From an optimization exercise on the open Yosys and OpenROAD flow, aimed at small area and a short achievable clock period; shortcuts taken in it are not production practice. At most, simulation tests tie the RTL to the original design; equivalence was not proved. Only the layout flow was run in runs 4 to 6; the RTL was not checked for function there. Power and IR drop assume default switching activity.

`design.v`:
```
module step_dp (
  input  wire [16:0] h,
  input  wire [17:0] r0,
  input  wire [17:0] r1,
  input  wire [17:0] r2,
  input  wire        ci,
  output wire [22:0] s
);
  wire t1 = h[4] ^ r0[4];
  wire t2 = h[4] & r0[4];
  wire t3 = h[5] ^ r0[5] ^ r1[3];
  wire t4 = (h[5] & r0[5]) | (h[5] & r1[3]) | (r0[5] & r1[3]);
  wire t5 = h[6] ^ r0[6] ^ r1[4];
  wire t6 = (h[6] & r0[6]) | (h[6] & r1[4]) | (r0[6] & r1[4]);
  wire t7 = h[7] ^ r0[7] ^ r1[5];
  wire t8 = (h[7] & r0[7]) | (h[7] & r1[5]) | (r0[7] & r1[5]);
  wire t9 = h[8] ^ r0[8] ^ r1[6];
  wire t10 = (h[8] & r0[8]) | (h[8] & r1[6]) | (r0[8] & r1[6]);
  wire t11 = h[9] ^ r0[9] ^ r1[7];
  wire t12 = (h[9] & r0[9]) | (h[9] & r1[7]) | (r0[9] & r1[7]);
  wire t13 = h[10] ^ r0[10] ^ r1[8];
  wire t14 = (h[10] & r0[10]) | (h[10] & r1[8]) | (r0[10] & r1[8]);
  wire t15 = h[11] ^ r0[11] ^ r1[9];
  wire t16 = (h[11] & r0[11]) | (h[11] & r1[9]) | (r0[11] & r1[9]);
  wire t17 = h[12] ^ r0[12] ^ r1[10];
  wire t18 = (h[12] & r0[12]) | (h[12] & r1[10]) | (r0[12] & r1[10]);
  wire t19 = h[13] ^ r0[13] ^ r1[11];
  wire t20 = (h[13] & r0[13]) | (h[13] & r1[11]) | (r0[13] & r1[11]);
  wire t21 = h[14] ^ r0[14] ^ r1[12];
  wire t22 = (h[14] & r0[14]) | (h[14] & r1[12]) | (r0[14] & r1[12]);
  wire t23 = h[15] ^ r0[15] ^ r1[13];
  wire t24 = (h[15] & r0[15]) | (h[15] & r1[13]) | (r0[15] & r1[13]);
  wire t25 = h[16] ^ r0[16] ^ r1[14];
  wire t26 = (h[16] & r0[16]) | (h[16] & r1[14]) | (r0[16] & r1[14]);
  wire t27 = r0[17] ^ r1[15];
  wire t28 = r0[17] & r1[15];
  wire t29 = h[0] ^ r0[0];
  wire t30 = h[0] & r0[0];
  wire t31 = h[1] ^ r0[1];
  wire t32 = h[1] & r0[1];
  wire t33 = h[2] ^ r0[2] ^ r1[0];
  wire t34 = (h[2] & r0[2]) | (h[2] & r1[0]) | (r0[2] & r1[0]);
  wire t35 = h[3] ^ r0[3] ^ r1[1];
  wire t36 = (h[3] & r0[3]) | (h[3] & r1[1]) | (r0[3] & r1[1]);
  wire t37 = r1[2] ^ r2[0] ^ t1;
  wire t38 = (r1[2] & r2[0]) | (r1[2] & t1) | (r2[0] & t1);
  wire t39 = r2[1] ^ t3 ^ t2;
  wire t40 = (r2[1] & t3) | (r2[1] & t2) | (t3 & t2);
  wire t41 = r2[2] ^ t5 ^ t4;
  wire t42 = (r2[2] & t5) | (r2[2] & t4) | (t5 & t4);
  wire t43 = r2[3] ^ t7 ^ t6;
  wire t44 = (r2[3] & t7) | (r2[3] & t6) | (t7 & t6);
  wire t45 = r2[4] ^ t9 ^ t8;
  wire t46 = (r2[4] & t9) | (r2[4] & t8) | (t9 & t8);
  wire t47 = r2[5] ^ t11 ^ t10;
  wire t48 = (r2[5] & t11) | (r2[5] & t10) | (t11 & t10);
  wire t49 = r2[6] ^ t13 ^ t12;
  wire t50 = (r2[6] & t13) | (r2[6] & t12) | (t13 & t12);
  wire t51 = r2[7] ^ t15 ^ t14;
  wire t52 = (r2[7] & t15) | (r2[7] & t14) | (t15 & t14);
  wire t53 = r2[8] ^ t17 ^ t16;
  wire t54 = (r2[8] & t17) | (r2[8] & t16) | (t17 & t16);
  wire t55 = r2[9] ^ t19 ^ t18;
  wire t56 = (r2[9] & t19) | (r2[9] & t18) | (t19 & t18);
  wire t57 = r2[10] ^ t21 ^ t20;
  wire t58 = (r2[10] & t21) | (r2[10] & t20) | (t21 & t20);
  wire t59 = r2[11] ^ t23 ^ t22;
  wire t60 = (r2[11] & t23) | (r2[11] & t22) | (t23 & t22);
  wire t61 = r2[12] ^ t25 ^ t24;
  wire t62 = (r2[12] & t25) | (r2[12] & t24) | (t25 & t24);
  wire t63 = r2[13] ^ t27 ^ t26;
  wire t64 = (r2[13] & t27) | (r2[13] & t26) | (t27 & t26);
  wire t65 = r1[16] ^ r2[14] ^ t28;
  wire t66 = (r1[16] & r2[14]) | (r1[16] & t28) | (r2[14] & t28);
  wire t67 = r1[17] ^ r2[15];
  wire t68 = r1[17] & r2[15];
  wire t69 = ci & t29;
  wire t70 = ci ^ t29;
  wire t71 = t31 & t30;
  wire t72 = t31 ^ t30;
  wire t73 = t33 & t32;
  wire t74 = t33 ^ t32;
  wire t75 = t35 & t34;
  wire t76 = t35 ^ t34;
  wire t77 = t37 & t36;
  wire t78 = t37 ^ t36;
  wire t79 = t39 & t38;
  wire t80 = t39 ^ t38;
  wire t81 = t41 & t40;
  wire t82 = t41 ^ t40;
  wire t83 = t43 & t42;
  wire t84 = t43 ^ t42;
  wire t85 = t45 & t44;
  wire t86 = t45 ^ t44;
  wire t87 = t47 & t46;
  wire t88 = t47 ^ t46;
  wire t89 = t49 & t48;
  wire t90 = t49 ^ t48;
  wire t91 = t51 & t50;
  wire t92 = t51 ^ t50;
  wire t93 = t53 & t52;
  wire t94 = t53 ^ t52;
  wire t95 = t55 & t54;
  wire t96 = t55 ^ t54;
  wire t97 = t57 & t56;
  wire t98 = t57 ^ t56;
  wire t99 = t59 & t58;
  wire t100 = t59 ^ t58;
  wire t101 = t61 & t60;
  wire t102 = t61 ^ t60;
  wire t103 = t63 & t62;
  wire t104 = t63 ^ t62;
  wire t105 = t65 & t64;
  wire t106 = t65 ^ t64;
  wire t107 = t67 & t66;
  wire t108 = t67 ^ t66;
  wire t109 = r2[16] & t68;
  wire t110 = r2[16] ^ t68;
  wire t111 = t71 | (t72 & t69);
  wire t112 = t73 | (t74 & t71);
  wire t113 = t74 & t72;
  wire t114 = t75 | (t76 & t73);
  wire t115 = t76 & t74;
  wire t116 = t77 | (t78 & t75);
  wire t117 = t78 & t76;
  wire t118 = t79 | (t80 & t77);
  wire t119 = t80 & t78;
  wire t120 = t81 | (t82 & t79);
  wire t121 = t82 & t80;
  wire t122 = t83 | (t84 & t81);
  wire t123 = t84 & t82;
  wire t124 = t85 | (t86 & t83);
  wire t125 = t86 & t84;
  wire t126 = t87 | (t88 & t85);
  wire t127 = t88 & t86;
  wire t128 = t89 | (t90 & t87);
  wire t129 = t90 & t88;
  wire t130 = t91 | (t92 & t89);
  wire t131 = t92 & t90;
  wire t132 = t93 | (t94 & t91);
  wire t133 = t94 & t92;
  wire t134 = t95 | (t96 & t93);
  wire t135 = t96 & t94;
  wire t136 = t97 | (t98 & t95);
  wire t137 = t98 & t96;
  wire t138 = t99 | (t100 & t97);
  wire t139 = t100 & t98;
  wire t140 = t101 | (t102 & t99);
  wire t141 = t102 & t100;
  wire t142 = t103 | (t104 & t101);
  wire t143 = t104 & t102;
  wire t144 = t105 | (t106 & t103);
  wire t145 = t106 & t104;
  wire t146 = t107 | (t108 & t105);
  wire t147 = t108 & t106;
  wire t148 = t109 | (t110 & t107);
  wire t149 = t110 & t108;
  wire t150 = r2[17] & t109;
  wire t151 = r2[17] & t110;
  wire t152 = t112 | (t113 & t69);
  wire t153 = t114 | (t115 & t111);
  wire t154 = t116 | (t117 & t112);
  wire t155 = t117 & t113;
  wire t156 = t118 | (t119 & t114);
  wire t157 = t119 & t115;
  wire t158 = t120 | (t121 & t116);
  wire t159 = t121 & t117;
  wire t160 = t122 | (t123 & t118);
  wire t161 = t123 & t119;
  wire t162 = t124 | (t125 & t120);
  wire t163 = t125 & t121;
  wire t164 = t126 | (t127 & t122);
  wire t165 = t127 & t123;
  wire t166 = t128 | (t129 & t124);
  wire t167 = t129 & t125;
  wire t168 = t130 | (t131 & t126);
  wire t169 = t131 & t127;
  wire t170 = t132 | (t133 & t128);
  wire t171 = t133 & t129;
  wire t172 = t134 | (t135 & t130);
  wire t173 = t135 & t131;
  wire t174 = t136 | (t137 & t132);
  wire t175 = t137 & t133;
  wire t176 = t138 | (t139 & t134);
  wire t177 = t139 & t135;
  wire t178 = t140 | (t141 & t136);
  wire t179 = t141 & t137;
  wire t180 = t142 | (t143 & t138);
  wire t181 = t143 & t139;
  wire t182 = t144 | (t145 & t140);
  wire t183 = t145 & t141;
  wire t184 = t146 | (t147 & t142);
  wire t185 = t147 & t143;
  wire t186 = t148 | (t149 & t144);
  wire t187 = t149 & t145;
  wire t188 = t150 | (t151 & t146);
  wire t189 = t151 & t147;
  wire t190 = h[16] & t148;
  wire t191 = h[16] & t149;
  wire t192 = t154 | (t155 & t69);
  wire t193 = t156 | (t157 & t111);
  wire t194 = t158 | (t159 & t152);
  wire t195 = t160 | (t161 & t153);
  wire t196 = t162 | (t163 & t154);
  wire t197 = t163 & t155;
  wire t198 = t164 | (t165 & t156);
  wire t199 = t165 & t157;
  wire t200 = t166 | (t167 & t158);
  wire t201 = t167 & t159;
  wire t202 = t168 | (t169 & t160);
  wire t203 = t169 & t161;
  wire t204 = t170 | (t171 & t162);
  wire t205 = t171 & t163;
  wire t206 = t172 | (t173 & t164);
  wire t207 = t173 & t165;
  wire t208 = t174 | (t175 & t166);
  wire t209 = t175 & t167;
  wire t210 = t176 | (t177 & t168);
  wire t211 = t177 & t169;
  wire t212 = t178 | (t179 & t170);
  wire t213 = t179 & t171;
  wire t214 = t180 | (t181 & t172);
  wire t215 = t181 & t173;
  wire t216 = t182 | (t183 & t174);
  wire t217 = t183 & t175;
  wire t218 = t184 | (t185 & t176);
  wire t219 = t185 & t177;
  wire t220 = t186 | (t187 & t178);
  wire t221 = t187 & t179;
  wire t222 = t188 | (t189 & t180);
  wire t223 = t189 & t181;
  wire t224 = t190 | (t191 & t182);
  wire t225 = t191 & t183;
  wire t226 = t196 | (t197 & t69);
  wire t227 = t198 | (t199 & t111);
  wire t228 = t200 | (t201 & t152);
  wire t229 = t202 | (t203 & t153);
  wire t230 = t204 | (t205 & t192);
  wire t231 = t206 | (t207 & t193);
  wire t232 = t208 | (t209 & t194);
  wire t233 = t210 | (t211 & t195);
  wire t234 = t212 | (t213 & t196);
  wire t235 = t213 & t197;
  wire t236 = t214 | (t215 & t198);
  wire t237 = t215 & t199;
  wire t238 = t216 | (t217 & t200);
  wire t239 = t217 & t201;
  wire t240 = t218 | (t219 & t202);
  wire t241 = t219 & t203;
  wire t242 = t220 | (t221 & t204);
  wire t243 = t221 & t205;
  wire t244 = t222 | (t223 & t206);
  wire t245 = t223 & t207;
  wire t246 = t224 | (t225 & t208);
  wire t247 = t225 & t209;
  wire t248 = t234 | (t235 & t69);
  wire t249 = t236 | (t237 & t111);
  wire t250 = t238 | (t239 & t152);
  wire t251 = t240 | (t241 & t153);
  wire t252 = t242 | (t243 & t192);
  wire t253 = t244 | (t245 & t193);
  wire t254 = t246 | (t247 & t194);
  wire t255 = t72 ^ t69;
  wire t256 = t74 ^ t111;
  wire t257 = t76 ^ t152;
  wire t258 = t78 ^ t153;
  wire t259 = t80 ^ t192;
  wire t260 = t82 ^ t193;
  wire t261 = t84 ^ t194;
  wire t262 = t86 ^ t195;
  wire t263 = t88 ^ t226;
  wire t264 = t90 ^ t227;
  wire t265 = t92 ^ t228;
  wire t266 = t94 ^ t229;
  wire t267 = t96 ^ t230;
  wire t268 = t98 ^ t231;
  wire t269 = t100 ^ t232;
  wire t270 = t102 ^ t233;
  wire t271 = t104 ^ t248;
  wire t272 = t106 ^ t249;
  wire t273 = t108 ^ t250;
  wire t274 = t110 ^ t251;
  wire t275 = r2[17] ^ t252;
  wire t276 = h[16] ^ t253;
  assign s = {t276, t275, t274, t273, t272, t271, t270, t269, t268, t267, t266, t265, t264, t263, t262, t261, t260, t259, t258, t257, t256, t255, t70};
endmodule
`timescale 1ns/1ps
module router_extended (
  input  wire        clk,
  input  wire        rst,
  input  wire        start,
  input  wire [2:0]  cond_sel,
  input  wire [3:0]  opcode,
  input  wire [15:0] op_a,
  input  wire [15:0] op_b,
  output reg         busy,
  output reg         done,
  output reg  [31:0] result
);
  wire f_bin = (opcode <= 4'd2);
  wire f_dec = (opcode >= 4'd3)   && (opcode <= 4'd5);
  wire f_duo = (opcode >= 4'd6) && (opcode <= 4'd8);
  reg [3:0] lat1;
  always @(*) begin
    case (cond_sel)
      3'd0:    lat1 = f_bin ? 4'd2 : f_dec ? 4'd9 : 4'd7;
      3'd1:    lat1 = f_dec ? 4'd2 : 4'd7;
      3'd2:    lat1 = f_duo ? 4'd2 : f_bin ? 4'd7 : 4'd9;
      3'd4:    lat1 = (f_bin | f_dec) ? 4'd2 : 4'd7;
      default: lat1 = (f_bin | f_dec | f_duo) ? 4'd2 : 4'd9;
    endcase
  end
  reg  [3:0] cnt;
  wire       last = (cnt == 4'd0);
  always @(posedge clk) begin
    if (rst) begin
      busy <= 1'b0;
      done <= 1'b0;
      cnt  <= 4'd0;
    end else begin
      done <= busy & last;
      if (!busy) begin
        busy <= start;
        if (start) cnt <= lat1;
      end else if (last) begin
        busy <= 1'b0;
      end else begin
        cnt <= cnt - 4'd1;
      end
    end
  end
  wire is_add = (opcode == 4'd0) || (opcode == 4'd3) || (opcode == 4'd6);
  wire is_sub = (opcode == 4'd1) || (opcode == 4'd4) || (opcode == 4'd7);
  wire [16:0] h_init = is_add ? {1'b0, op_b} : is_sub ? {1'b1, ~op_b} : 17'd0;
  wire [15:0] m_init = (opcode == 4'd2)   ? op_b  :
                       (opcode == 4'd5) ? 16'd10 :
                       (opcode == 4'd8)  ? 16'd3  :
                       (is_add | is_sub)         ? 16'd1  : 16'd0;
  function [8:0] dec(input [5:0] c);
    integer i;
    for (i = 0; i < 3; i = i + 1)
      dec[3*i +: 3] = {c[2*i+1] & c[2*i], c[2*i+1] & ~c[2*i], ~c[2*i+1] & c[2*i]};
  endfunction
  function [17:0] row(input [2:0] sel, input [15:0] a, input [17:0] a3);
    row = ({18{sel[0]}} & {2'b0, a}) |
          ({18{sel[1]}} & {1'b0, a, 1'b0}) |
          ({18{sel[2]}} & a3);
  endfunction
  reg  [15:0] a_r;      
  reg  [17:0] a3_r;     
  reg  [16:0] h;        
  reg  [8:0]  sel;      
  reg  [11:0] lb;       
  reg         ci;       
  wire        load = !busy | (cnt == 4'd3);
  wire        hs = h[16];
  wire [17:0] r0 = row(sel[2:0], a_r, a3_r) | {hs, 17'd0};
  wire [17:0] r1 = row(sel[5:3], a_r, a3_r) | {hs, hs, 16'd0};
  wire [17:0] r2 = row(sel[8:6], a_r, a3_r) | {hs, hs, 16'd0};
  wire [22:0] s;
  step_dp u_dp (.h(h), .r0(r0), .r1(r1), .r2(r2), .ci(ci), .s(s));
  always @(posedge clk) begin
    a_r  <= op_a;
    a3_r <= {2'b0, op_a} + {1'b0, op_a, 1'b0};
    if (load) begin
      h   <= h_init;
      sel <= dec(m_init[5:0]);
      lb  <= {2'b00, m_init[15:6]};
      ci  <= is_sub;
    end else begin
      h   <= s[22:6];
      sel <= dec(lb[5:0]);
      lb  <= {s[5:0], lb[11:6]};
      ci  <= 1'b0;
    end
  end
  always @(posedge clk) begin
    if (rst)
      result <= 32'd0;
    else if (busy & last)
      result <= {s[19:0], lb};
  end
endmodule
```
`run.sh`:
```
#!/bin/bash
# synth_recipe.tcl (not shown) runs the flow's synth.tcl, then flattens the netlist and writes it again
# the make line also repeats each setting of config.mk as NAME=value (left out here)
make -C /OpenROAD-flow-scripts/flow DESIGN_CONFIG=/design/flow/config.mk WORK_HOME=/design/flow/orfs CLKGATE_MAP_FILE= SYNTH_SCRIPT=/design/flow/synth_recipe.tcl finish
```
`config.mk`:
```
export PLATFORM = sky130hd
export DESIGN_NAME = router_extended
export DESIGN_NICKNAME = router_extended
export VERILOG_FILES = /design/flow/design.v
export SDC_FILE = /design/flow/constraint.sdc
export NUM_CORES = 4
export LEC_CHECK = 0
export ABC_CLOCK_PERIOD_IN_PS = 1500
export CAP_MARGIN = 20
export CORE_MARGIN = 2
export CORE_UTILIZATION = 40
export SETUP_SLACK_MARGIN = 5
export SLEW_MARGIN = 20
```
`constraint.sdc`:
```
create_clock -name core_clock -period 10.0 [get_ports {clk}]
set_input_delay 2.0000 -clock core_clock [delete_from_list [all_inputs] [get_ports {clk}]]
set_output_delay 2.0000 -clock core_clock [all_outputs]
set_load 0.01 [all_outputs]
```
==> summary.txt, run 1 <==
CP required = 10.24 ns
initial antenna violation count = 0
Clock Pin Slew Worst Setup and Hold Paths = 0.08 ns
Cell Area, Placed = 8320 sq um
wire per inst = 17.6 um
crit path kind = reg -> reg
most frequent cell on the critical path = fa_1
sequential share of power = 36.6%
max_slew headroom = 39.6%
power per standard cell area = 177 nW/um^2
Total Nets Final = 1044
Combinational Power Share = 39.5%
crit-path max cell delay = 0.92 ns
largest net degree at the start of global routing = 51
first-pass GRT wire length = 32700 um
delay-heaviest family, CP = adder cells
Gate Count Post-Synth = 886
hold path start = result[21]
ratio of cells with drive above 1 in the final layout = 4.73%
H-tree Lvls = 3
# port buffers = 75
postcts setup bufs = 0
Initial Utilization = 41.2%
capturing point of the worst reg2reg path = h[16]
Final TNS setup = 0 ns
flops & latches, synth = 110
Hold Path Sink = result[21]
Hold Crit Depth = 2
Crit. End Element = flop
post-route minimum period = 4.31 ns
diode count = 0
Total GRT Usage = 20.9%
Iter 0 DRT Violations = 745
RR Startpoint = sel[2]
Syn Area/Cell = 8.40 sq um
Synth Warn # = 1
Vias = 6735
Pre-Repair DR Iteration Count = 9
number of global-route vias before repair = 6434
CTS Hold Buffers Added = 0
synth unique cells = 75
pre-CTS setup slack = 5.46 ns
Crit path buffers/inverters = 1
status = no timing/DRC/antenna violations
leakage power = 3.81 nW
reg2reg path depth = 11
CTS root buffer = clkbuf_16
crit share post-route = 43.1%
Critical Path Source = sel[2]
clock skew = 0.0146 ns
Clock Latency Late Sink = 0.37 ns
max-slew violations = 0
Post-Syn Nets = 1005
Crit path depth = 11
Final Setup Violations = 0
Vias/cell = 5.81
total global routing overflow = 0
Placeable Area = 18100 sq um
Die Y = 140 um
net switching fraction of the power = 39.5%
Most used DFF post-synth = dfxtp_1
num rows = 49
TritonCTS clock tree = done
Seq/Total Area, Yosys = 29.6%
Min Hold Slack = 0.457 ns
I/O pins = 76
Synth area leader = dfxtp_1
Clock Power Share = 23.9%
final worst slack = 5.69 ns
R2R setup slack = 5.69 ns
most frequent cells in the layout = dfxtp_1, nand2_1, inv_1
Final Cell Area = 8630 sq um
Post-DP HPWL = 15200 um
GP Congestion = 0.835
CP cell instances = a222oi_1 > fa_1 > fa_1 > inv_1 > ha_1 > or3_1 > o211a_2 > a22oi_4 > o21ai_1 > a221oi_1 > o211ai_1
drt total wl = 20400 um
WP data arrival = 4.55 ns
antenna-violating nets left = 0
CP max FO = 18
DIE AREA = 19700 sq um
Crit-path slowest cell = dfxtp_1
Die Width = 140 um
DRC errors left = 0
Netlist Area Pre-Place = 7450 sq um
Clock Path Buffers = 2
Switch Pwr = 0.602 mW
HP Class = reg -> reg
post-CTS sizing = 0
Max Cap Violations = 0
highest clock rate = 0.232 GHz
Util after Layout = 47.7%
worst-margin pin slew = 0.905 ns
top cells by area, synth = dfxtp_1, fa_1, ha_1
TritonCTS buffer count = 9
clk sinks = 110
Area Growth Syn to Fin = 15.9%
startpoint types = flop
Final Hold Viols = 0
Peak VDD IR = 89.1 uV
Int Power = 0.922 mW
ys async rst share = 0%
Synth top area share = 29.6%
commonest non-fill, non-tap cell in the layout = dfxtp_1
Post-synth EDFFs = 0
RSZ-0062 raised after global routing = no
fill count = 1758
==> worst reg2reg max path: stages (launching register included) <==
cell,delay (ns)
dfxtp_1,0.92
a222oi_1,0.28
fa_1,0.56
fa_1,0.51
inv_1,0.04
ha_1,0.41
or3_1,0.39
o211a_2,0.17
a22oi_4,0.25
o21ai_1,0.19
a221oi_1,0.33
o211ai_1,0.14
==> state kept, by name, summed over array words and instances (netlist names) <==
signal,flops
a3_r,18
a_r,15
busy,1
ci,1
cnt,4
done,1
h,17
lb,12
result,32
sel,9
==> Yosys cell counts, types with 3 or more instances <==
cell type,count
nor3_1,18
nor2_1,50
dfxtp_1,110
xor2_1,8
mux2_2,3
nor4b_1,3
a221oi_1,3
a31oi_1,7
and3_1,6
nand2_1,93
buf_2,4
inv_1,79
nand4_1,3
clkbuf_1,46
o31ai_1,12
a211oi_1,21
nand2b_1,4
a41oi_1,4
ha_1,46
o21ai_1,5
o311ai_0,3
nor2b_1,5
o21bai_1,6
a222oi_1,45
xnor2_1,20
or4_1,3
a21o_1,17
o21a_1,10
nand3_1,37
fa_1,31
a21oi_1,69
nand3b_1,8
or3_1,9
o21ai_0,40
o211ai_1,8
==> stage by stage <==
| step | power, mW | cells |
|---|---|---|
| floorplan | 0.993 | 886 |
| global placement | 1.16 | 1142 |
| detailed placement | 1.17 | 1142 |
| CTS | 1.53 | 1158 |
| global route | 1.63 | 1159 |
| finish | 1.52 | 1159 |
==> kinds of logic (layout without fill, tap and decap cells) <==
group	Yosys count	count (layout)	share of synthesized area, %
xor gates and xnor gates	28	28	3.29
buffers and inverters	134	178	7.02
AOI/OAI and AO/OA	283	283	27.6
muxes	5	5	0.723
adders and majority gates	77	77	16.1
and+or+nand+nor	249	249	15.7
DFF	110	110	29.6
==> cell type report <==
class | instances | area, sq um | share of cell area (%)
multi-input combinational | 642 | 4740 | 54.9
tap | 229 | 287 | 3.32
timing repair buffer | 82 | 803 | 9.31
clock buffer | 9 | 225 | 2.61
clock inverter | 7 | 72.6 | 0.841
sequential | 110 | 2200 | 25.5
inverter | 80 | 300 | 3.48
==> power by group through the flow <==
stage,registers (mW),logic [mW],clock network (mW)
after floorplan,0.546,0.447,0
after CTS,0.557,0.605,0.372
after global routing,0.565,0.677,0.387
after global placement,0.566,0.598,0
final,0.558,0.602,0.364
after detailed placement,0.567,0.601,0
==> per-layer routing <==
metal  vias up  GRT usage (%)  part of all wire (%)
met5         -              0                     0
met4         0           8.40                   3.1
met3        38           2.70                   4.6
met2       199           35.2                    47
met1      3180           27.2                    45
li1       3318              -                     -
==> how the worst max path moves through the flow <==
stage / end / slack [ns]
detailed placement: h[15] / 5.46
CTS: h[16] / 5.73
global placement: h[15] / 5.52
global route: result[31] / 5.53
floorplan: result[26] / 6.18
finish: h[16] / 5.69
==> run 2, diff against run 1 <==
==> flow/run.sh (new file) <==
#!/bin/bash
# The standard layout, with timing repair aimed past the 10 ns constraint.
set -euo pipefail
bash standard.sh SETUP_SLACK_MARGIN=7 finish > standard.log 2>&1
==> standard.sh (new file) <==
#!/bin/bash
# synth_recipe.tcl (not shown) runs the flow's synth.tcl, then flattens the netlist and writes it again
# the make line also repeats each setting of config.mk as NAME=value (left out here)
make -C /OpenROAD-flow-scripts/flow DESIGN_CONFIG=/design/flow/config.mk WORK_HOME=/design/flow/orfs CLKGATE_MAP_FILE= SYNTH_SCRIPT=/design/flow/synth_recipe.tcl "${@:-finish}"
--- a/config.mk
+++ b/config.mk
@@ -9,5 +9,4 @@
 export CAP_MARGIN = 20
 export CORE_MARGIN = 2
 export CORE_UTILIZATION = 40
-export SETUP_SLACK_MARGIN = 5
 export SLEW_MARGIN = 20
removed: run.sh
==> summary.txt, run 2 <==
drt total wl = 22100 um (was 20400 um)
Syn Area/Cell = 8.40 sq um (unchanged)
Peak VDD IR = 100 uV (was 89.1 uV)
max reg flops = 32 (unchanged)
DRC errors left = 0 (unchanged)
Synth area leader = dfxtp_1 (unchanged)
Top reg by flops = result (unchanged)
RR Startpoint = sel[3] (was sel[2])
reg2reg path depth = 12 (was 11)
H-tree Lvls = 3 (unchanged)
CTS Hold Buffers Added = 0 (unchanged)
diode count = 0 (unchanged)
Max Cap Violations = 0 (unchanged)
Pre-Repair DR Iteration Count = 8 (was 9)
Combinational Power Share = 48.4% (was 39.5%)
most frequent cell after synthesis = dfxtp_1 (unchanged)
most frequent cell on the critical path = fa_1 (unchanged)
Gate Count Post-Synth = 886 (unchanged)
Iter 0 DRT Violations = 713 (was 745)
num rows = 49 (unchanged)
Post-synth EDFFs = 0 (unchanged)
Clock Path Buffers = 2 (unchanged)
sequential share of power = 31.3% (was 36.6%)
Seq/Total Area, Yosys = 29.6% (unchanged)
post-route minimum period = 3.60 ns (was 4.31 ns)
R2R setup slack = 6.40 ns (was 5.69 ns)
Final Setup Violations = 0 (unchanged)
initial antenna violation count = 0 (unchanged)
max-slew violations = 0 (unchanged)
Total GRT Usage = 22.5% (was 20.9%)
# port buffers = 75 (unchanged)
flops & latches, synth = 110 (unchanged)
Post-DP HPWL = 15400 um (was 15200 um)
Int Power = 1.07 mW (was 0.922 mW)
Netlist Area Pre-Place = 7450 sq um (unchanged)
crit path kind = reg -> reg (unchanged)
CP cell instances = buf_6 > a222oi_1 > inv_1 > fa_1 > fa_1 > ha_4 > nand2_1 > o21ai_4 > o21a_1 > o31a_1 > a211oi_2 > o31ai_2 (was a222oi_1 > fa_1 > fa_1 > inv_1 > ha_1 > or3_1 > o211a_2 > a22oi_4 > o21ai_1 > a221oi_1 > o211ai_1)
CP required = 10.26 ns (was 10.24 ns)
most frequent cells in the layout = dfxtp_1, nand2_1, inv_1 (unchanged)
CTS root buffer = clkbuf_16 (unchanged)
Vias = 7087 (was 6735)
DIE AREA = 19700 sq um (unchanged)
top cells by area, synth = dfxtp_1, fa_1, ha_1 (unchanged)
fin cells = 1220 (was 1159)
crit-path max cell delay = 0.51 ns (was 0.92 ns)
Crit. End Element = flop (unchanged)
Placeable Area = 18100 sq um (unchanged)
clock skew = 0.0120 ns (was 0.0146 ns)
synth unique cells = 75 (unchanged)
Clock Latency Late Sink = 0.36 ns (was 0.37 ns)
wire per inst = 18.1 um (was 17.6 um)
I/O pins = 76 (unchanged)
power per standard cell area = 176 nW/um^2 (was 177 nW/um^2)
Crit-path slowest cell = fa_1 (was dfxtp_1)
ys async rst share = 0% (unchanged)
Final TNS setup = 0 ns (unchanged)
status = no timing/DRC/antenna violations (unchanged)
WP data arrival = 3.86 ns (was 4.55 ns)
CP max FO = 8 (was 18)
Vias/cell = 5.81 (about the same)
leakage power = 4.32 nW (was 3.81 nW)
TritonCTS clock tree = done (unchanged)
Hold Path Sink = result[1] (was result[21])
Final Hold Viols = 0 (unchanged)
Hold Crit Depth = 2 (unchanged)
Area Growth Syn to Fin = 35.0% (was 15.9%)
Post-Syn Nets = 1005 (unchanged)
capturing point of the worst reg2reg path = h[11] (was h[16])
highest clock rate = 0.278 GHz (was 0.232 GHz)
Clock Power Share = 20.3% (was 23.9%)
RSZ-0062 raised after global routing = yes (was no)
largest net degree at the start of global routing = 51 (unchanged)
DP Cell Count = 1141 (was 1142)
Switch Pwr = 0.702 mW (was 0.602 mW)
TritonCTS buffer count = 9 (unchanged)
total global routing overflow = 0 (unchanged)
startpoint types = flop (unchanged)
number of global-route vias before repair = 6854 (was 6434)
first-pass GRT wire length = 35800 um (was 32700 um)
GP Congestion = 0.849 (was 0.835)
worst-margin pin slew = 0.865 ns (was 0.905 ns)
max_slew headroom = 42.2% (was 39.6%)
HP Class = reg -> reg (unchanged)
net switching fraction of the power = 39.7% (was 39.5%)
hold path start = result[1] (was result[21])
Synth top area share = 29.6% (unchanged)
Die Width = 140 um (unchanged)
Die Y = 140 um (unchanged)
Most used DFF post-synth = dfxtp_1 (unchanged)
top post-synthesis cells by count = dfxtp_1, nand2_1, inv_1, a21oi_1, nor2_1 (unchanged)
crit share post-route = 36.0% (was 43.1%)
commonest non-fill, non-tap cell in the layout = dfxtp_1 (unchanged)
Total Nets Final = 1105 (was 1044)
antenna-violating nets left = 0 (unchanged)
Critical Path Source = sel[3] (was sel[2])
clk sinks = 110 (unchanged)
Clock Pin Slew Worst Setup and Hold Paths = 0.07 ns (was 0.08 ns)
Top Registers = result (32), a3_r (18), h (17) (unchanged)
Synth Warn # = 1 (unchanged)
ratio of cells with drive above 1 in the final layout = 25.8% (was 4.73%)
Initial Utilization = 41.2% (unchanged)
-- run 2: routing by layer --
metal  up-vias  wire (um)  global-route usage (%)  part of all wire (%)
met5         -          0                       0                     0
met4         0        594                    7.34                   2.7
met3        35        904                    3.42                   4.1
met2       206      10700                    37.6                    48
met1      3412       9970                    30.0                    45
li1       3434          -                       -                     -
-- run 2: worst max path at each step --
stage,slack (ns),cells after the start,endpoint
floorplan,6.49,14,result[26]
global placement,5.37,7,h[15]
detailed placement,5.33,7,h[15]
CTS,6.44,11,h[16]
global route,6.23,12,h[12]
finish,6.40,12,h[11]
-- run 2: per-stage QoR --
stage	cell area, sq um	hold slack (ns)	util, %	setup slack (ns)	power [mW]
global placement	8600	0.444	47.6	5.37	1.22
floorplan	7890	0.415	-	6.49	1.06
detailed placement	8600	0.446	47.6	5.33	1.22
global route	10100	0.477	55.6	6.23	1.88
finish	10100	0.454	55.6	6.40	1.77
CTS	9740	0.457	53.9	6.44	1.72
-- run 2: layout make-up --
type	count	area, sq um
timing repair buffer	143	1290
tap	229	287
inverter	80	308
multi-input combinational	642	5640
sequential	110	2230
clock buffer	9	225
fill	1629	8040
clock inverter	7	60.1
-- run 2: critical path: cells and delay by family (launching register included) --
| kind | cells | cell delay, ns |
|---|---|---|
| flops | 1 | 0.39 |
| simple gates | 1 | 0.09 |
| fa+ha+maj | 3 | 1.29 |
| buf+inv | 2 | 0.26 |
| compound gates | 6 | 1.47 |
-- run 2: logic make-up after synthesis --
kind of cell | share of synthesized area, %
and+or+nand+nor | 15.7
adders and majority gates | 16.1
AOI/OAI and AO/OA | 27.6
xor gates and xnor gates | 3.29
buffers and inverters | 7.02
muxes | 0.723
DFF | 29.6
-- run 2: power by group through the flow --
stage	Clock, mW	Combinational, mW	Sequential, mW
final	0.360	0.856	0.554
after global routing	0.385	0.935	0.562
after CTS	0.367	0.803	0.553
after detailed placement	0	0.655	0.567
after global placement	0	0.654	0.566
after floorplan	0	0.509	0.546
-- run 2: timing repair --
action,in CTS,in global routing
endpoints found under the hold margin,0,0
pin swaps,64,32
setup buffers,51,12
resized for setup,214,94
setup endpoints to repair,108,79
==> run 3, diff against run 2 <==
==> flow/run.sh (replaced) <==
#!/bin/bash
# The standard layout, with timing repair aimed past the 10 ns constraint.
set -euo pipefail
bash standard.sh SETUP_SLACK_MARGIN=6 finish > standard.log 2>&1
==> summary.txt, run 3 <==
Crit-path slowest cell = clkdlybuf4s50_1 (was fa_1)
Pre-Repair DR Iteration Count = 12 (was 8)
Post-Syn Nets = 1005 (unchanged)
multi-input logic area = 4870 sq um (was 5640 sq um)
DRC errors left = 0 (unchanged)
status = no timing/DRC/antenna violations (unchanged)
WP data arrival = 4.19 ns (was 3.86 ns)
DIE AREA = 19700 sq um (unchanged)
most frequent cells in the layout = dfxtp_1, nand2_1, inv_1 (unchanged)
Top reg by flops = result (unchanged)
Synth Warn # = 1 (unchanged)
RSZ-0062 raised after global routing = no (was yes)
largest net degree at the start of global routing = 51 (unchanged)
top post-synthesis cells by count = dfxtp_1, nand2_1, inv_1, a21oi_1, nor2_1 (unchanged)
Crit. End Element = flop (unchanged)
Area Growth Syn to Fin = 19.0% (was 35.0%)
wire per inst = 17.7 um (was 18.1 um)
diode count = 0 (unchanged)
Synth area leader = dfxtp_1 (unchanged)
initial antenna violation count = 0 (unchanged)
Total GRT Usage = 20.9% (was 22.5%)
TritonCTS clock tree = done (unchanged)
Initial Utilization = 41.2% (unchanged)
num rows = 49 (unchanged)
CP cell instances = clkdlybuf4s50_1 > ha_4 > nor2b_2 > o31a_1 > o311ai_2 > a21oi_1 > o31ai_1 > xnor2_1 (was buf_6 > a222oi_1 > inv_1 > fa_1 > fa_1 > ha_4 > nand2_1 > o21ai_4 > o21a_1 > o31a_1 > a211oi_2 > o31ai_2)
Vias = 6810 (was 7087)
Final Setup Violations = 0 (unchanged)
Total Nets Final = 1052 (was 1105)
startpoint types = input port (was flop)
Final Hold Viols = 0 (unchanged)
highest clock rate = 0.256 GHz (was 0.278 GHz)
synth unique cells = 75 (unchanged)
antenna-violating nets left = 0 (unchanged)
delay-heaviest family, CP = compound AO/OA/AOI/OAI gates (unchanged)
Seq/Total Area, Yosys = 29.6% (unchanged)
Clock Latency Late Sink = 0.37 ns (was 0.36 ns)
H-tree Lvls = 3 (unchanged)
Post-Route M1 WL = 9200 um (was 9970 um)
worst-margin pin slew = 0.851 ns (was 0.865 ns)
Max Cap Violations = 0 (unchanged)
total global routing overflow = 0 (unchanged)
metal2 WL = 9910 um (was 10700 um)
max reg flops = 32 (unchanged)
CTS root buffer = clkbuf_16 (unchanged)
clk sinks = 110 (unchanged)
Vias/cell = 5.84 (was 5.81)
Cell Area, Placed = 8320 sq um (was 8600 sq um)
Crit path buffers/inverters = 1 (was 2)
Die Y = 140 um (unchanged)
crit-path max cell delay = 0.56 ns (was 0.51 ns)
ys async rst share = 0% (unchanged)
drt total wl = 20700 um (was 22100 um)
commonest non-fill, non-tap cell in the layout = dfxtp_1 (unchanged)
Clock Pin Slew Worst Setup and Hold Paths = 0.08 ns (was 0.07 ns)
post-route minimum period = 3.90 ns (was 3.60 ns)
Syn Area/Cell = 8.40 sq um (unchanged)
Clock Path Buffers = 2 (unchanged)
Post-DP HPWL = 15200 um (was 15400 um)
CP required = 10.29 ns (was 10.26 ns)
Netlist Area Pre-Place = 7450 sq um (unchanged)
top cells by area, synth = dfxtp_1, fa_1, ha_1 (unchanged)
leakage power = 3.89 nW (was 4.32 nW)
Final TNS setup = 0 ns (unchanged)
CP max FO = 4 (was 8)
ratio of cells with drive above 1 in the final layout = 8.64% (was 25.8%)
Placeable Area = 18100 sq um (unchanged)
Seq. cell area = 2220 sq um (was 2230 sq um)
Post-synth EDFFs = 0 (unchanged)
max_slew headroom = 43.2% (was 42.2%)
Final Cell Area = 8860 sq um (was 10100 sq um)
flops & latches, synth = 110 (unchanged)
crit share post-route = 39.0% (was 36.0%)
Most used DFF post-synth = dfxtp_1 (unchanged)
HP Class = reg -> reg (unchanged)
CTS Hold Buffers Added = 0 (unchanged)
Peak VDD IR = 92.8 uV (was 100 uV)
TritonCTS buffer count = 9 (unchanged)
Synth top area share = 29.6% (unchanged)
Top Registers = result (32), a3_r (18), h (17) (unchanged)
fill count = 1744 (was 1629)
met3 WL = 1010 um (was 904 um)
I/O pins = 76 (unchanged)
Iter 0 DRT Violations = 689 (was 713)
most frequent cell after synthesis = dfxtp_1 (unchanged)
power per standard cell area = 175 nW/um^2 (was 176 nW/um^2)
clock skew = 0.0139 ns (was 0.0120 ns)
Die Width = 140 um (unchanged)
GP Congestion = 0.835 (was 0.849)
# port buffers = 75 (unchanged)
top sig layer = met4 (unchanged)
max-slew violations = 0 (unchanged)
Gate Count Post-Synth = 886 (unchanged)
crit path kind = in -> reg (was reg -> reg)
number of global-route vias before repair = 6437 (was 6854)
first-pass GRT wire length = 32800 um (was 35800 um)
## run 3: cell counts after synthesis
No cell type changed its count.
## run 3: path summary, 6_finish.rpt
path	startpoint	end	slack (ns)	cells past startpoint
worst min register to register	result[21]	result[21]	0.46	2
worst max register to register	sel[2]	result[31]	6.15	10
worst max-delay path	op_a[3]	a3_r[15]	6.10	8
worst min-delay path	result[21]	result[21]	0.46	2
## run 3: layer usage
metal  up-vias  global-route usage [%]
met5         -                       0
met4         0                    8.40
met3        37                    2.70
met2       214                    35.4
met1      3229                    27.2
li1       3330                       -
## run 3: cells by family (layout without fill, tap and decap cells)
kind of cell             after synthesis  after routing  share of synthesized area (%)
AND/OR/NAND/NOR                      249            249                           15.7
XOR/XNOR                              28             28                           3.29
buffers and inverters                134            186                           7.02
AO/OA/AOI/OAI                        283            283                           27.6
multiplexers                           5              5                          0.723
flip-flops                           110            110                           29.6
adder cells (fa/ha/maj)               77             77                           16.1
## run 3: worst register-to-register path: cells and delay by family (launching register included)
kind / cells / cell delay [ns]
flops: 1 / 0.47
compound gates: 6 / 1.82
buf+inv: 1 / 0.11
fa+ha+maj: 3 / 1.36
## run 3: timing repair
item | 4_1_cts | 5_1_grt
setup endpoints to repair | 24 | 23
setup buffers | 2 | 7
hold endpoints to repair | 0 | 0
resized for setup | 10 | 35
pin swaps | 4 | 16
## run 3: power breakdown
part / internal [mW] / switching, mW
Combinational: 0.264 / 0.370
Sequential: 0.498 / 0.0587
Clock: 0.177 / 0.187
## run 3: area by class of cell
class	count	share of cell area, %
Clock inverter	7	0.819
Multi-Input combinational cell	642	55.0
Tap cell	229	3.23
Sequential cell	110	25.0
Inverter	80	3.43
Timing Repair Buffer	90	10.0
Clock buffer	9	2.54
## run 3: per-stage QoR
stage	power (mW)	setup slack [ns]	instances	hold WS, ns	utilization, %
final	1.55	6.10	1167	0.456	49.0
after global routing	1.66	5.98	1167	0.484	49.0
after CTS	1.54	5.94	1160	0.460	48.0
after detailed placement	1.17	5.46	1142	0.444	46.0
after global placement	1.16	5.52	1142	0.445	46.0
after floorplan	0.993	6.18	886	0.415	-
==> run 4, diff against run 3 <==
--- a/design.v
+++ b/design.v
@@ -336,48 +336,42 @@
                        (opcode == 4'd5) ? 16'd10 :
                        (opcode == 4'd8)  ? 16'd3  :
                        (is_add | is_sub)         ? 16'd1  : 16'd0;
-  function [8:0] dec(input [5:0] c);
-    integer i;
-    for (i = 0; i < 3; i = i + 1)
-      dec[3*i +: 3] = {c[2*i+1] & c[2*i], c[2*i+1] & ~c[2*i], ~c[2*i+1] & c[2*i]};
-  endfunction
-  function [17:0] row(input [2:0] sel, input [15:0] a, input [17:0] a3);
-    row = ({18{sel[0]}} & {2'b0, a}) |
-          ({18{sel[1]}} & {1'b0, a, 1'b0}) |
-          ({18{sel[2]}} & a3);
-  endfunction
   reg  [15:0] a_r;      
   reg  [17:0] a3_r;     
   reg  [16:0] h;        
-  reg  [8:0]  sel;      
-  reg  [11:0] lb;       
+  reg  [15:0] lb;       
   reg         ci;       
   wire        load = !busy | (cnt == 4'd3);
+  wire [5:0]  c  = {lb[5:4] & {2{~last}}, lb[3:0]};
   wire        hs = h[16];
-  wire [17:0] r0 = row(sel[2:0], a_r, a3_r) | {hs, 17'd0};
-  wire [17:0] r1 = row(sel[5:3], a_r, a3_r) | {hs, hs, 16'd0};
-  wire [17:0] r2 = row(sel[8:6], a_r, a3_r) | {hs, hs, 16'd0};
+  wire [17:0] r0, r1, r2;
+  assign r0 = row(c[1:0], a_r, a3_r) | {hs, 17'd0};
+  assign r1 = row(c[3:2], a_r, a3_r) | {hs, hs, 16'd0};
+  assign r2 = row(c[5:4], a_r, a3_r) | {hs, hs, 16'd0};
+  function [17:0] row(input [1:0] d, input [15:0] a, input [17:0] a3);
+    row = ({18{~d[1] &  d[0]}} & {2'b0, a}) |
+          ({18{ d[1] & ~d[0]}} & {1'b0, a, 1'b0}) |
+          ({18{ d[1] &  d[0]}} & a3);
+  endfunction
   wire [22:0] s;
   step_dp u_dp (.h(h), .r0(r0), .r1(r1), .r2(r2), .ci(ci), .s(s));
   always @(posedge clk) begin
     a_r  <= op_a;
     a3_r <= {2'b0, op_a} + {1'b0, op_a, 1'b0};
     if (load) begin
-      h   <= h_init;
-      sel <= dec(m_init[5:0]);
-      lb  <= {2'b00, m_init[15:6]};
-      ci  <= is_sub;
+      h  <= h_init;
+      lb <= m_init;
+      ci <= is_sub;
     end else begin
-      h   <= s[22:6];
-      sel <= dec(lb[5:0]);
-      lb  <= {s[5:0], lb[11:6]};
-      ci  <= 1'b0;
+      h  <= s[22:6];
+      lb <= {s[5:0], lb[15:6]};
+      ci <= 1'b0;
     end
   end
   always @(posedge clk) begin
     if (rst)
       result <= 32'd0;
     else if (busy & last)
-      result <= {s[19:0], lb};
+      result <= {s[19:0], lb[15:4]};
   end
 endmodule
==> flow/run.sh (replaced) <==
#!/bin/bash
# The standard layout, with timing repair aimed past the 10 ns constraint.
set -euo pipefail
bash standard.sh SETUP_SLACK_MARGIN=7 finish > standard.log 2>&1
--- a/config.mk
+++ b/config.mk
@@ -5,7 +5,7 @@
 export SDC_FILE = /design/flow/constraint.sdc
 export NUM_CORES = 4
 export LEC_CHECK = 0
-export ABC_CLOCK_PERIOD_IN_PS = 1500
+export ABC_CLOCK_PERIOD_IN_PS = 3000
 export CAP_MARGIN = 20
 export CORE_MARGIN = 2
 export CORE_UTILIZATION = 40
==> summary.txt, run 4 <==
worst-margin pin slew = 1.01 ns (was 0.851 ns)
clk sinks = 105 (was 110)
H-tree Lvls = 3 (unchanged)
max_slew headroom = 32.9% (was 43.2%)
max reg flops = 32 (unchanged)
Crit path buffers/inverters = 1 (unchanged)
RSZ-0062 raised after global routing = yes (was no)
startpoint types = flop (was input port)
clock skew = 0.00783 ns (was 0.0139 ns)
Post-Syn Nets = 983 (was 1005)
crit path kind = reg -> reg (was in -> reg)
DIE AREA = 20200 sq um (was 19700 sq um)
ys async rst share = 0% (unchanged)
most frequent cells in the layout = dfxtp_1, nand2_1, buf_4 (was dfxtp_1, nand2_1, inv_1)
flops & latches, synth = 105 (was 110)
fill count = 1672 (was 1744)
Post-synth EDFFs = 0 (unchanged)
Syn Area/Cell = 8.80 sq um (was 8.40 sq um)
power per standard cell area = 206 nW/um^2 (was 175 nW/um^2)
TritonCTS buffer count = 9 (unchanged)
leakage power = 4.17 nW (was 3.89 nW)
Clock Path Buffers = 2 (unchanged)
Vias = 6973 (was 6810)
Total GRT Usage = 22.7% (was 20.9%)
Final TNS setup = 0 ns (unchanged)
Crit. End Element = flop (unchanged)
I/O pins = 76 (unchanged)
WP data arrival = 4.11 ns (was 4.19 ns)
CTS Hold Buffers Added = 0 (unchanged)
CP required = 10.28 ns (was 10.29 ns)
commonest non-fill, non-tap cell in the layout = dfxtp_1 (unchanged)
most frequent cell on the critical path = fa_1
Iter 0 DRT Violations = 386 (was 689)
Netlist Area Pre-Place = 7610 sq um (was 7450 sq um)
Final Hold Viols = 0 (unchanged)
number of global-route vias before repair = 6787 (was 6437)
Synth Warn # = 1 (unchanged)
post-route minimum period = 3.83 ns (was 3.90 ns)
wire per inst = 18.4 um (was 17.7 um)
Seq. cell area = 2120 sq um (was 2220 sq um)
Final Setup Violations = 0 (unchanged)
drt total wl = 22400 um (was 20700 um)
HP Class = reg -> reg (unchanged)
synth unique cells = 79 (was 75)
diode count = 0 (unchanged)
crit-path max cell delay = 0.50 ns (was 0.56 ns)
crit share post-route = 38.3% (was 39.0%)
Synth top area share = 27.6% (was 29.6%)
highest clock rate = 0.261 GHz (was 0.256 GHz)
ratio of cells with drive above 1 in the final layout = 33.3% (was 8.64%)
Post-DP HPWL = 15600 um (was 15200 um)
DRC errors left = 0 (unchanged)
GP Congestion = 0.892 (was 0.835)
most frequent cell after synthesis = dfxtp_1 (unchanged)
total global routing overflow = 0 (unchanged)
top post-synthesis cells by count = dfxtp_1, nand2_1, a21oi_1, nor2_1, mux2_2 (was dfxtp_1, nand2_1, inv_1, a21oi_1, nor2_1)
Clock Pin Slew Worst Setup and Hold Paths = 0.08 ns (about the same)
CP max FO = 8 (was 4)
Area Growth Syn to Fin = 35.9% (was 19.0%)
antenna-violating nets left = 0 (unchanged)
fin cells = 1218 (was 1167)
Synth area leader = dfxtp_1 (unchanged)
Most used DFF post-synth = dfxtp_1 (unchanged)
Die Y = 142 um (was 140 um)
TritonCTS clock tree = done (unchanged)
top cells by area, synth = dfxtp_1, fa_1, ha_1 (unchanged)
Max Cap Violations = 0 (unchanged)
max-slew violations = 0 (unchanged)
Clock Latency Late Sink = 0.36 ns (was 0.37 ns)
Die Width = 142 um (was 140 um)
Pre-Repair DR Iteration Count = 7 (was 12)
Peak VDD IR = 95.7 uV (was 92.8 uV)
DP Cell Count = 1124 (was 1142)
first-pass GRT wire length = 36300 um (was 32800 um)
largest net degree at the start of global routing = 53 (was 51)
Vias/cell = 5.72 (was 5.84)
Top Registers = result (32), a3_r (18), h (17) (unchanged)
Crit-path slowest cell = fa_1 (was clkdlybuf4s50_1)
Placeable Area = 18700 sq um (was 18100 sq um)
delay-heaviest family, CP = adder cells (was compound AO/OA/AOI/OAI gates)
CTS root buffer = clkbuf_16 (unchanged)
Total Nets Final = 1097 (was 1052)
Util after Layout = 55.3% (was 49.0%)
CP cell instances = buf_4 > mux2_4 > a22o_1 > fa_1 > fa_1 > ha_4 > and3_4 > and4_4 > a21boi_4 > o31ai_4 > or4_1 > a31oi_1 (was clkdlybuf4s50_1 > ha_4 > nor2b_2 > o31a_1 > o311ai_2 > a21oi_1 > o31ai_1 > xnor2_1)
Tot Pwr = 2.13 mW (was 1.55 mW)
multi-input logic area = 6080 sq um (was 4870 sq um)
status = no timing/DRC/antenna violations (unchanged)
num rows = 50 (was 49)
Top reg by flops = result (unchanged)
# port buffers = 75 (unchanged)
Initial Utilization = 40.7% (was 41.2%)
Gate Count Post-Synth = 865 (was 886)
Seq/Total Area, Yosys = 27.6% (was 29.6%)
initial antenna violation count = 0 (unchanged)
==> run 4: cell types whose count changed after synthesis, sizes merged, moves of 13 or more <==
cell,before,now
inv,79,33
a222oi,45,1
mux2,3,47
a22o,1,39
nand3,37,18
nand2,93,75
a22oi,2,18
nor2,51,64
o21ai,45,32
==> run 4: area by class of cell <==
cell class | instances | area share, %
Multi-Input combinational cell | 671 | 58.7
Sequential cell | 105 | 20.5
Timing Repair Buffer | 159 | 13.6
Tap cell | 234 | 2.83
Clock buffer | 9 | 2.18
Inverter | 33 | 1.23
Clock inverter | 7 | 0.859
==> run 4: cell families after synthesis <==
logic type	after synthesis	synth area share [%]
AOI/OAI and AO/OA	270	25.2
and+or+nand+nor	246	15.8
DFF	105	27.6
buffers and inverters	89	5.05
adders and majority gates	76	15.5
muxes	55	8.00
xor gates and xnor gates	24	2.76
==> run 4: timing repair <==
action / 4_1_cts / 5_1_grt
buffers inserted: 57 / 21
pin swaps: 85 / 45
endpoints found under the setup margin: 107 / 79
gates resized for setup: 241 / 97
==> run 4: routing by layer <==
layer	part of all wire, %	vias up	wire length (um)	track usage [%]
li1	-	3399	-	-
met1	44	3374	9870	29.8
met2	51	166	11300	40.3
met3	3.4	34	760	3.13
met4	1.9	0	419	4.11
met5	0	-	0	0
==> run 4: power by group <==
part / internal (mW) / total, mW / switching (mW)
combinational: 0.588 / 1.21 / 0.618
clock: 0.182 / 0.373 / 0.191
sequential: 0.489 / 0.555 / 0.0659
total: 1.26 / 2.13 / 0.875
==> run 4: worst register-to-register path: cells and delay by family (launching register included) <==
kind,cells,cell delay (ns)
and+or+nand+nor,3,0.86
DFF,1,0.43
adders and majority gates,3,1.25
buffers and inverters,1,0.14
muxes,1,0.28
AOI/OAI and AO/OA,4,0.79
==> run 4: worst paths after layout <==
kind,start,endpoint,cells after the start,slack [ns]
setup / recovery,lb[0],result[31],12,6.17
hold / removal,result[0],result[0],2,0.45
setup reg to reg,lb[0],result[31],12,6.17
hold reg to reg,result[0],result[0],2,0.45
==> run 4: through the flow <==
stage	hold slack (ns)	setup WS [ns]	cell area (sq um)
2_1_floorplan	0.425	6.18	7990
3_3_place_gp	0.440	5.15	8700
3_5_place_dp	0.446	5.17	8700
4_1_cts	0.455	6.21	9970
5_1_grt	0.479	6.05	10300
6_report	0.453	6.17	10300
==> run 5, diff against run 4 <==
==> run.sh (new file) <==
#!/bin/bash
# synth_recipe.tcl (not shown) runs the flow's synth.tcl, then flattens the netlist and writes it again
# the make line also repeats each setting of config.mk as NAME=value (left out here)
make -C /OpenROAD-flow-scripts/flow DESIGN_CONFIG=/design/flow/config.mk WORK_HOME=/design/flow/orfs CLKGATE_MAP_FILE= SYNTH_SCRIPT=/design/flow/synth_recipe.tcl finish
--- a/config.mk
+++ b/config.mk
@@ -9,4 +9,5 @@
 export CAP_MARGIN = 20
 export CORE_MARGIN = 2
 export CORE_UTILIZATION = 40
+export SETUP_SLACK_MARGIN = 5
 export SLEW_MARGIN = 20
removed: flow/run.sh
removed: standard.sh
==> summary.txt, run 5 <==
status = no timing/DRC/antenna violations (unchanged)
Synth top area share = 27.6% (unchanged)
adder-cell area share of the yosys netlist = 15.5% (unchanged)
CP required = 10.31 ns (was 10.28 ns)
Iter 0 DRT Violations = 440 (was 386)
Post-DP HPWL = 15400 um (was 15600 um)
RSZ-0062 raised after global routing = no (was yes)
CP cell instances = nor2b_2 > a22o_1 > fa_1 > fa_1 > ha_1 > a21o_1 > a21o_1 > a211oi_1 > a21boi_1 > or4_1 > nand3b_1 (was buf_4 > mux2_4 > a22o_1 > fa_1 > fa_1 > ha_4 > and3_4 > and4_4 > a21boi_4 > o31ai_4 > or4_1 > a31oi_1)
HP Class = reg -> reg (unchanged)
Most used DFF post-synth = dfxtp_1 (unchanged)
number of global-route vias before repair = 6246 (was 6787)
highest clock rate = 0.214 GHz (was 0.261 GHz)
fill count = 1818 (was 1672)
Vias/cell = 5.73 (was 5.72)
TritonCTS clock tree = done (unchanged)
Synth area leader = dfxtp_1 (unchanged)
fin cells = 1144 (was 1218)
Total GRT Usage = 20.6% (was 22.7%)
Top Registers = result (32), a3_r (18), h (17) (unchanged)
Final Setup Violations = 0 (unchanged)
CP max FO = 19 (was 8)
crit-path max cell delay = 0.61 ns (was 0.50 ns)
Syn Area/Cell = 8.80 sq um (unchanged)
CTS root buffer = clkbuf_16 (unchanged)
ratio of cells with drive above 1 in the final layout = 11.0% (was 33.3%)
ys async rst share = 0% (unchanged)
clk sinks = 105 (unchanged)
antenna-violating nets left = 0 (unchanged)
crit share post-route = 46.6% (was 38.3%)
num rows = 50 (unchanged)
XOR/XNOR share of the synthesized area = 2.76% (unchanged)
DIE AREA = 20200 sq um (unchanged)
Total Nets Final = 1023 (was 1097)
commonest non-fill, non-tap cell in the layout = dfxtp_1 (unchanged)
crit path kind = reg -> reg (unchanged)
RR Startpoint = lb[0] (unchanged)
max_slew headroom = 30.9% (was 32.9%)
Initial Utilization = 40.7% (unchanged)
power per standard cell area = 195 nW/um^2 (was 206 nW/um^2)
Seq. cell area = 2100 sq um (was 2120 sq um)
Final Hold Viols = 0 (unchanged)
most frequent cells in the layout = dfxtp_1, nand2_1, clkdlybuf4s50_1 (was dfxtp_1, nand2_1, buf_4)
diode count = 0 (unchanged)
Compound-Gate Fraction of Synth Area = 25.2% (unchanged)
Post-Synth Simple-Gate Area = 15.8% (unchanged)
Hold Crit Depth = 2 (unchanged)
reg2reg path depth = 11 (was 12)
first-pass GRT wire length = 33000 um (was 36300 um)
wire per inst = 17.6 um (was 18.4 um)
Gate Count Post-Synth = 865 (unchanged)
GP Congestion = 0.855 (was 0.892)
Critical Path Source = lb[0] (unchanged)
drt total wl = 20200 um (was 22400 um)
Clock Latency Late Sink = 0.37 ns (was 0.36 ns)
top cells by area, synth = dfxtp_1, fa_1, ha_1 (unchanged)
Area Growth Syn to Fin = 15.5% (was 35.9%)
Crit. End Element = flop (unchanged)
WP data arrival = 4.97 ns (was 4.11 ns)
Peak VDD IR = 100 uV (was 95.7 uV)
post-route minimum period = 4.66 ns (was 3.83 ns)
TritonCTS buffer count = 9 (unchanged)
leakage power = 3.54 nW (was 4.17 nW)
post-synthesis mux area share = 8.00% (unchanged)
DRC errors left = 0 (unchanged)
# port buffers = 75 (unchanged)
worst-margin pin slew = 1.03 ns (was 1.01 ns)
Post-Syn Nets = 983 (unchanged)
H-tree Lvls = 3 (unchanged)
max-slew violations = 0 (unchanged)
Pre-Repair DR Iteration Count = 6 (was 7)
most frequent cell after synthesis = dfxtp_1 (unchanged)
top post-synthesis cells by count = dfxtp_1, nand2_1, a21oi_1, nor2_1, mux2_2 (unchanged)
startpoint types = flop (unchanged)
Netlist Area Pre-Place = 7610 sq um (unchanged)
max reg flops = 32 (unchanged)
Final TNS setup = 0 ns (unchanged)
I/O pins = 76 (unchanged)
largest family of logic cells by synthesized area = compound AO/OA/AOI/OAI gates (unchanged)
Clock Path Buffers = 2 (unchanged)
Clock Pin Slew Worst Setup and Hold Paths = 0.08 ns (about the same)
largest net degree at the start of global routing = 53 (unchanged)
Die Width = 142 um (unchanged)
Die Y = 142 um (unchanged)
Top reg by flops = result (unchanged)
initial antenna violation count = 0 (unchanged)
flops & latches, synth = 105 (unchanged)
Crit-path slowest cell = nor2b_2 (was fa_1)
Max Cap Violations = 0 (unchanged)
Synth Warn # = 1 (unchanged)
Vias = 6550 (was 6973)
postcts setup bufs = 0 (was 57)
Seq/Total Area, Yosys = 27.6% (unchanged)
hold path start = result[12] (was result[0])
DP Cell Count = 1128 (was 1124)
Post-synth EDFFs = 0 (unchanged)
clock skew = 0.0112 ns (was 0.00783 ns)
synth unique cells = 79 (unchanged)
total global routing overflow = 0 (unchanged)
multi-input logic area = 5140 sq um (was 6080 sq um)
Placeable Area = 18700 sq um (unchanged)
run 5: cell types whose count changed in the layout (fill, tap and decap cells not counted), moves of 21 or more:
cell             before  now
clkdlybuf4s15_1      21    0
ha_1                 19   45
buf_4                64   10
clkdlybuf4s50_1      19   74
ha_4                 25    0
o21ai_0               8   31
run 5: worst max-delay path, delay by kind of cell (launching register included):
family / cells / cell delay [ns]
compound gates: 5 / 1.42
fa+ha+maj: 3 / 1.32
flops: 1 / 0.60
simple gates: 3 / 1.25
run 5: kinds of logic after synthesis:
kind of cell	count (synthesis)
buf+inv	89
compound gates	270
mux	55
fa+ha+maj	76
simple gates	246
flops	105
xor+xnor	24
run 5: final cells by class:
type | instances | area share (%)
clock inverter | 7 | 1.01
tap | 234 | 3.33
inverter | 33 | 1.41
clock buffer | 9 | 2.56
timing repair buffer | 85 | 9.33
sequential | 105 | 23.9
multi-input combinational | 671 | 58.4
run 5: worst paths after layout:
check | to | slack [ns]
max | h[16] | 5.34
min reg2reg | result[12] | 0.46
max reg2reg | h[16] | 5.34
min | result[12] | 0.46
run 5: through the flow:
step	setup slack, ns	total power, mW	util, %	area [sq um]	hold slack (ns)
floorplan	5.57	1.13	-	7610	0.425
global placement	4.98	1.34	45.3	8470	0.443
detailed placement	4.93	1.35	45.3	8470	0.446
CTS	5.15	1.72	47.0	8790	0.457
global route	5.00	1.84	47.0	8800	0.478
finish	5.34	1.72	47.0	8800	0.457
run 5: power breakdown:
group / internal [mW] / switching, mW
Clock: 0.181 / 0.194
Sequential: 0.488 / 0.0619
Combinational: 0.337 / 0.455
Total: 1.01 / 0.710
run 5: what timing repair did:
item / 4_1_cts / 5_1_grt
endpoints found under the hold margin: 0 / 0
setup endpoints to repair: 5 / 16
gates cloned: 0 / 0
gates resized for setup: 2 / 2
hold buffers: 0 / 0
run 5: layer usage:
layer	share of wire, %	track usage (%)	vias up
met5	0	0	-
li1	-	-	3247
met3	2.7	2.22	24
met1	46	27.6	3147
met4	2.0	6.58	0
met2	50	35.1	132
==> run 6, diff against run 5 <==
--- a/config.mk
+++ b/config.mk
@@ -5,9 +5,9 @@
 export SDC_FILE = /design/flow/constraint.sdc
 export NUM_CORES = 4
 export LEC_CHECK = 0
-export ABC_CLOCK_PERIOD_IN_PS = 3000
+export ABC_CLOCK_PERIOD_IN_PS = 1500
 export CAP_MARGIN = 20
 export CORE_MARGIN = 2
-export CORE_UTILIZATION = 40
+export CORE_UTILIZATION = 60
 export SETUP_SLACK_MARGIN = 5
 export SLEW_MARGIN = 20
==> summary.txt, run 6 <==
Switch Pwr = 0.691 mW (was 0.710 mW)
postcts setup bufs = 0 (unchanged)
Top reg by flops = result (unchanged)
Iter 0 DRT Violations = 496 (was 440)
adder-cell area share of the yosys netlist = 15.5% (unchanged)
max_slew headroom = 32.9% (was 30.9%)
Die Width = 117 um (was 142 um)
Post-synth EDFFs = 0 (unchanged)
Hold Crit Depth = 2 (unchanged)
power per standard cell area = 199 nW/um^2 (was 195 nW/um^2)
Clock Path Buffers = 2 (unchanged)
WP data arrival = 4.92 ns (was 4.97 ns)
diode count = 0 (unchanged)
Tot Pwr = 1.74 mW (was 1.72 mW)
commonest non-fill, non-tap cell in the layout = dfxtp_1 (unchanged)
Pre-Repair DR Iteration Count = 5 (was 6)
TritonCTS clock tree = done (unchanged)
Combinational Power Share = 45.7% (was 46.1%)
antenna-violating nets left = 0 (unchanged)
Clock Power Share = 22.5% (was 21.8%)
I/O pins = 76 (unchanged)
Final Setup Violations = 0 (unchanged)
net switching fraction of the power = 39.7% (was 41.4%)
H-tree Lvls = 3 (unchanged)
Netlist Area Pre-Place = 7610 sq um (unchanged)
Final Cell Area = 8730 sq um (was 8800 sq um)
crit path kind = reg -> reg (unchanged)
XOR/XNOR share of the synthesized area = 2.76% (unchanged)
fill count = 1059 (was 1818)
wire per inst = 18.6 um (was 17.6 um)
crit-path max cell delay = 0.86 ns (was 0.61 ns)
Total GRT Usage = 30.5% (was 20.6%)
Initial Utilization = 60.8% (was 40.7%)
top post-synthesis cells by count = dfxtp_1, nand2_1, a21oi_1, nor2_1, mux2_2 (unchanged)
CTS root buffer = clkbuf_16 (unchanged)
Post-DP HPWL = 15300 um (was 15400 um)
max-slew violations = 0 (unchanged)
Placeable Area = 12500 sq um (was 18700 sq um)
Die Y = 117 um (was 142 um)
largest net degree at the start of global routing = 53 (unchanged)
Clock Pin Slew Worst Setup and Hold Paths = 0.07 ns (was 0.08 ns)
Synth top area share = 27.6% (unchanged)
CP required = 10.29 ns (was 10.31 ns)
Max Cap Violations = 0 (unchanged)
Post-Synth Simple-Gate Area = 15.8% (unchanged)
post-synthesis mux area share = 8.00% (unchanged)
synth unique cells = 79 (unchanged)
leakage power = 3.54 nW (about the same)
Top Registers = result (32), a3_r (18), h (17) (unchanged)
clock skew = 0.0109 ns (was 0.0112 ns)
Seq/Total Area, Yosys = 27.6% (unchanged)
clk sinks = 105 (unchanged)
Compound-Gate Fraction of Synth Area = 25.2% (unchanged)
flops & latches, synth = 105 (unchanged)
Synth area leader = dfxtp_1 (unchanged)
Int Power = 1.05 mW (was 1.01 mW)
initial antenna violation count = 0 (unchanged)
Synth Warn # = 1 (unchanged)
Crit-path slowest cell = dfxtp_1 (was nor2b_2)
TritonCTS buffer count = 9 (unchanged)
largest family of logic cells by synthesized area = compound AO/OA/AOI/OAI gates (unchanged)
Syn Area/Cell = 8.80 sq um (unchanged)
highest clock rate = 0.216 GHz (was 0.214 GHz)
fin cells = 1081 (was 1144)
number of global-route vias before repair = 6359 (was 6246)
capturing point of the worst reg2reg path = h[16] (unchanged)
max reg flops = 32 (unchanged)
ys async rst share = 0% (unchanged)
Post-Syn Nets = 983 (unchanged)
Hold Path Sink = result[8] (was result[12])
Cell Area, Placed = 8390 sq um (was 8470 sq um)
CP max FO = 18 (was 19)
status = no timing/DRC/antenna violations (unchanged)
drt total wl = 20100 um (was 20200 um)
total global routing overflow = 0 (unchanged)
Total Nets Final = 1022 (was 1023)
post-route minimum period = 4.63 ns (was 4.66 ns)
Peak VDD IR = 153 uV (was 100 uV)
DIE AREA = 13600 sq um (was 20200 sq um)
most frequent cell after synthesis = dfxtp_1 (unchanged)
num rows = 41 (was 50)
Most used DFF post-synth = dfxtp_1 (unchanged)
Area Growth Syn to Fin = 14.7% (was 15.5%)
worst-margin pin slew = 1.01 ns (was 1.03 ns)
top cells by area, synth = dfxtp_1, fa_1, ha_1 (unchanged)
sequential share of power = 31.8% (was 32.0%)
hold path start = result[8] (was result[12])
# port buffers = 75 (unchanged)
CP cell instances = nor2b_4 > a22o_1 > fa_1 > fa_1 > ha_1 > a21o_1 > a21o_1 > a211oi_1 > a21boi_1 > or4_1 > nand3b_1 (was nor2b_2 > a22o_1 > fa_1 > fa_1 > ha_1 > a21o_1 > a21o_1 > a211oi_1 > a21boi_1 > or4_1 > nand3b_1)
DP Cell Count = 1065 (was 1128)
DRC errors left = 0 (unchanged)
startpoint types = flop (unchanged)
Gate Count Post-Synth = 865 (unchanged)
Final TNS setup = 0 ns (unchanged)
first-pass GRT wire length = 32300 um (was 33000 um)
R2R setup slack = 5.37 ns (was 5.34 ns)
Crit. End Element = flop (unchanged)
Vias = 6739 (was 6550)
GP Congestion = 0.904 (was 0.855)
Vias/cell = 6.23 (was 5.73)
Clock Latency Late Sink = 0.36 ns (was 0.37 ns)
reg2reg path depth = 11 (unchanged)
ratio of cells with drive above 1 in the final layout = 10.6% (was 11.0%)
RR Startpoint = lb[1] (was lb[0])
HP Class = reg -> reg (unchanged)
Final Hold Viols = 0 (unchanged)
most frequent cells in the layout = dfxtp_1, nand2_1, clkdlybuf4s50_1 (unchanged)
crit share post-route = 46.3% (was 46.6%)
RSZ-0062 raised after global routing = no (unchanged)
==> run 6: area by class of cell <==
| type | instances | area [sq um] | share of cell area [%] |
|---|---|---|---|
| well taps | 172 | 215 | 2.46 |
| multi-input cells | 671 | 5140 | 58.9 |
| repair buffers | 84 | 818 | 9.37 |
| clock buffers | 10 | 229 | 2.62 |
| clock inverters | 6 | 95.1 | 1.09 |
| flip-flops and latches | 105 | 2100 | 24.1 |
| inverters | 33 | 124 | 1.42 |
==> run 6: logic make-up after synthesis <==
family	Yosys count
XOR/XNOR	24
AND/OR/NAND/NOR	246
multiplexers	55
flip-flops	105
buffers and inverters	89
AO/OA/AOI/OAI	270
adder cells (fa/ha/maj)	76
==> run 6: worst max-delay path by stage <==
| stage | startpoint | end | slack [ns] | cells after the start |
|---|---|---|---|---|
| 3_5_place_dp | lb[0] | h[16] | 4.83 | 11 |
| 3_3_place_gp | lb[0] | h[16] | 5.02 | 11 |
| 4_1_cts | lb[0] | h[16] | 5.07 | 11 |
| 2_1_floorplan | lb[0] | h[15] | 5.57 | 14 |
| 6_report | lb[1] | h[16] | 5.37 | 11 |
| 5_1_grt | lb[1] | result[31] | 5.15 | 11 |
==> run 6: critical path, delay by kind of cell, from the launching register on <==
| family | cells | cell delay [ns] |
|---|---|---|
| DFF | 1 | 0.86 |
| adders and majority gates | 3 | 1.36 |
| AOI/OAI and AO/OA | 5 | 1.47 |
| and+or+nand+nor | 3 | 0.85 |
==> run 6: timing repair <==
item | in CTS | in global routing
hold buffers | 0 | 0
gates cloned | 0 | 0
pin swaps | 0 | 0
gates resized for setup | 2 | 4
endpoints found under the setup margin | 15 | 17
==> run 6: layer usage <==
layer	GRT usage, %	share of wire [%]	vias to the layer above
li1	-	-	3236
met1	40.0	44	3254
met2	50.9	48	211
met3	5.45	5.0	38
met4	10.4	2.6	0
met5	0	0	-
==> run 6: power groups by stage <==
stage / clock (mW) / combinational (mW) / sequential [mW]
2_1_floorplan: 0 / 0.591 / 0.537
3_3_place_gp: 0 / 0.772 / 0.557
3_5_place_dp: 0 / 0.784 / 0.561
4_1_cts: 0.395 / 0.789 / 0.551
5_1_grt: 0.412 / 0.882 / 0.561
6_report: 0.391 / 0.795 / 0.554
==> run 6: metrics by stage <==
step	util, %	worst slack, ns	hold slack [ns]
2_1_floorplan	-	5.57	0.425
3_3_place_gp	67.0	5.02	0.445
3_5_place_dp	67.0	4.83	0.447
4_1_cts	69.7	5.07	0.457
5_1_grt	69.8	5.15	0.475
6_report	69.8	5.37	0.456

Setup slack of run 6, layout unchanged: 5.369 ns with ideal ports, 5.369 ns with driving cells assumed (clock clkbuf_16, inputs buf_2), 5.212 ns with port delays also shifted by the 0.401 ns mid clock arrival.
